Background: an optimization exercise with open tools, aiming at small area and a short achievable clock period. Do not read the settings as production practice. The RTL was checked by simulation tests, not by an equivalence proof against the original design. No driver is modelled on the clock port, so clocking that relies on it looks cheaper here than on a real chip. No activity file was given, so power comes from the tool's default toggle rates.

==> v38 <==
// aes_ops_top
module aes_ops_top (
    input  logic         clk,
    input  logic [2:0]   operation_select,
    input  logic [127:0] operand1,
    input  logic [127:0] operand2,
    output logic [127:0] result
);
Settings: LEC_CHECK=0, CAP_MARGIN=20, CELL_PAD_IN_SITES_DETAIL_PLACEMENT=1, CELL_PAD_IN_SITES_GLOBAL_PLACEMENT=1, CORE_MARGIN=2, CORE_UTILIZATION=40, SETUP_SLACK_MARGIN=1.8, SLEW_MARGIN=20, SYNTH_HIERARCHICAL=1; clock period 4.0 ns.
run.sh (not shown) runs the stock make flow with config.mk's settings and CLKGATE_MAP_FILE= SYNTH_SCRIPT=/design/flow/synth_recipe.tcl, a recipe that flattens the netlist after the stock synthesis.
==> v6 (differences from v38) <==
==> flow/flow/run.sh (new file) <==
#!/bin/bash
# Layout flow: the standard ORFS flow (standard.sh) with
#  - buf_1 port buffers,
#  - the result registers' clock delayed by a few clock buffers after CTS
#    (useful skew for the paths from the stage-1 registers to the result registers),
#    planned from floorplan on as an ideal clock latency on those registers,
#  - timing repair after the skew is in place, and power (size) recovery after global route.
# Each tool's output goes to the ORFS logs (orfs/logs/...) and to standard.log here.
set -uo pipefail
HERE=$(pwd)
source "$HERE/flow/params.sh"
export BUFFER_PORTS_ARGS="-buffer_cell sky130_fd_sc_hd__buf_1"
export PRE_FLOORPLAN_TCL="$HERE/flow/pre_floorplan.tcl"
export POST_CTS_TCL="$HERE/flow/post_cts.tcl"
export SKIP_CTS_REPAIR_TIMING=1
bash standard.sh > "$HERE/standard.log" 2>&1
rc=$?
echo "standard.sh exit $rc"
exit $rc
==> flow/flow/params.sh (new file) <==
# Flow parameters (sourced by run.sh)
export SETUP_SLACK_MARGIN=1.35
export RECOVER_POWER=0
export SKEW_LATENCY=0.45
export SKEW_CELLS="sky130_fd_sc_hd__clkbuf_2 sky130_fd_sc_hd__clkbuf_2 sky130_fd_sc_hd__clkbuf_2 sky130_fd_sc_hd__clkbuf_8"
==> flow/flow/post_cts.tcl (new file) <==
# Realise the planned skew: buffers between each clock-tree leaf net and the CLK
# pins of the result registers on it. Then repair setup and hold timing.
set_propagated_clock [all_clocks]
unset_clock_latency [get_pins -of_objects [get_cells {result*}] -filter "direction==input" -quiet]
set groups [dict create]
foreach c [get_cells {result*}] {
  foreach x [get_pins -of_objects $c -filter "direction==input"] {
    if {[string match "*/CLK" [get_full_name $x]]} {
      dict lappend groups [get_full_name [get_nets -of_objects $x]] $x
    }
  }
}
set i 0
foreach n [dict keys $groups] {
  set pins [dict get $groups $n]
  set sx 0; set sy 0
  foreach x $pins {
    set loc [[sta::sta_to_db_inst [get_cells -of_objects $x]] getLocation]
    set sx [expr {$sx + [lindex $loc 0]}]; set sy [expr {$sy + [lindex $loc 1]}]
  }
  set k [llength $pins]
  set loc [list [expr {double($sx) / $k / 1000.0}] [expr {double($sy) / $k / 1000.0}]]
  set net [get_nets $n]
  set s 0
  foreach cell $::env(SKEW_CELLS) {
    insert_buffer -buffer_cell $cell -net $net -load_pins $pins -location $loc -buffer_name skewbuf_${i}_$s -net_name skewnet_${i}_$s
    set net [get_nets -of_objects [lindex $pins 0]]
    incr s
  }
  incr i
}
puts "skew: $i groups of result registers, buffers $::env(SKEW_CELLS) each"
detailed_placement
estimate_parasitics -placement
report_clock_skew
repair_timing_helper -setup
repair_timing_helper -hold
detailed_placement
check_placement -verbose
estimate_parasitics -placement
report_worst_slack -max
report_worst_slack -min
report_checks -path_delay max -format end -group_path_count 3 -to [all_outputs]
report_checks -path_delay max -format end -group_path_count 3 -from [all_inputs]
report_checks -path_delay max -format end -group_path_count 3
==> flow/flow/pre_floorplan.tcl (new file) <==
# Plan the useful skew: the result registers' clock arrives SKEW_LATENCY later.
set_clock_latency $::env(SKEW_LATENCY) [get_pins -of_objects [get_cells {result*}] -filter "direction==input" -quiet]
puts "skew plan: clock latency $::env(SKEW_LATENCY) on the result registers"
==> flow/standard.sh (new file) <==
#!/bin/bash
# synth_recipe.tcl (not shown) runs the flow's synth.tcl, then flattens the netlist and writes it again
# the make line also repeats each setting of config.mk as NAME=value (left out here)
make -C /OpenROAD-flow-scripts/flow DESIGN_CONFIG=/design/flow/config.mk WORK_HOME=/design/flow/orfs CLKGATE_MAP_FILE= SYNTH_SCRIPT=/design/flow/synth_recipe.tcl "${@:-finish}"
CORE_UTILIZATION = 35   (was 40)
SETUP_SLACK_MARGIN = unset   (was 1.8)
removed: flow/run.sh
==> v11 (differences from v38) <==
CORE_UTILIZATION = 30   (was 40)
SETUP_SLACK_MARGIN = 1.4   (was 1.8)
==> notes <==
Sequential power is about the same in v11 and v6. Of v11 and v6, v11 has the higher via count (gap 2.2%, measured against v6). Of v6 and v11, v11 has the higher combinational power (gap about 16%, measured against v11). Between v6 and v11, the lower final area is in v6 (gap about 18%, measured against v11). Between v11 and v6, the lower sequential share of layout area is in v11 (gap 1.3 points). Between v11 and v6, the lower hold slack is in v6 (gap 0.41 ns). Maximum frequency is about the same in v6 and v11. Critical path depth: v6 is lower than v11 (4). Synthesized cell count is the same in v11 and v6. v38 stopped in global routing on GRT-0116. v11 ran to the end with no violations. v6 passed the timing, DRC and antenna checks.
==> figures <==
metric	v11	v6	v38
Clock insertion delay at the later pin of the skew report	0.68 ns	1.17 ns	-
Number of rows in the core area	150	139	130
Worst hold endpoint	x_q[68]	x_q[70]	-
Placement Setup Slack	0.005054 ns	0.6952 ns	-0.008348 ns
R2R setup slack	1.15 ns	1.15 ns	-
TritonCTS clock tree	built	built	-
Cell area after layout	75530 um^2	61630 um^2	-
Cell count of the worst reg-to-reg path	12	8	-
Clock root buffer	clkbuf_16	-	clkbuf_16
Well Taps	2204	1903	-
LEAKAGE	32.13 nW	27.33 nW	-
Ratio of final minimum period to clock period	71.26%	71.15%	-
Hold buffer count at cts	0	-	0
Cell-internal power	12.22 mW	11.05 mW	-
Run status	timing/DRC/antenna clean	timing/DRC/antenna clean	stopped before the end
Stage where the flow stopped	-	-	global routing
VDD IR-drop max	297.7 uV	396.9 uV	-
Die boundary height	414.0 um	383.6 um	359.1 um
Via total after detailed routing	88236	86329	-
Setup crit end	result[4]	result[41]	-

[what the ideal ports hide]
Ports are ideal in the flow. The routed layouts listed here were re-timed in OpenROAD. Step 1 sets driving cells, clkbuf_16 on the clock port and buf_2 on the other inputs (assumed; they add their load-dependent delay and slew). Step 2, shift: input delay + t, output delay - t, t = (earliest + latest rising clock arrival at the registers) / 2. This alone moves slack from input paths to output paths. Three values: ideal, step 1, step 2; two values: the first two.
run | shift t [ns] | slack for setup (ns) | worst setup path after step 2 | clock arrival spread, ns
v6 | 0.974 | 1.154 / 1.154 / 0.492 | input to register | 0.555 / 0.556
v11 | 0.737 | 1.150 / 1.150 / 0.722 | input to register | 0.052 / 0.052
Clock arrivals are far apart in v6, so t is only a midpoint there and step 2 fits no single register. The setup slack of v6, which loses most, moves by 0.000 ns with the drivers and by -0.662 ns with both steps.
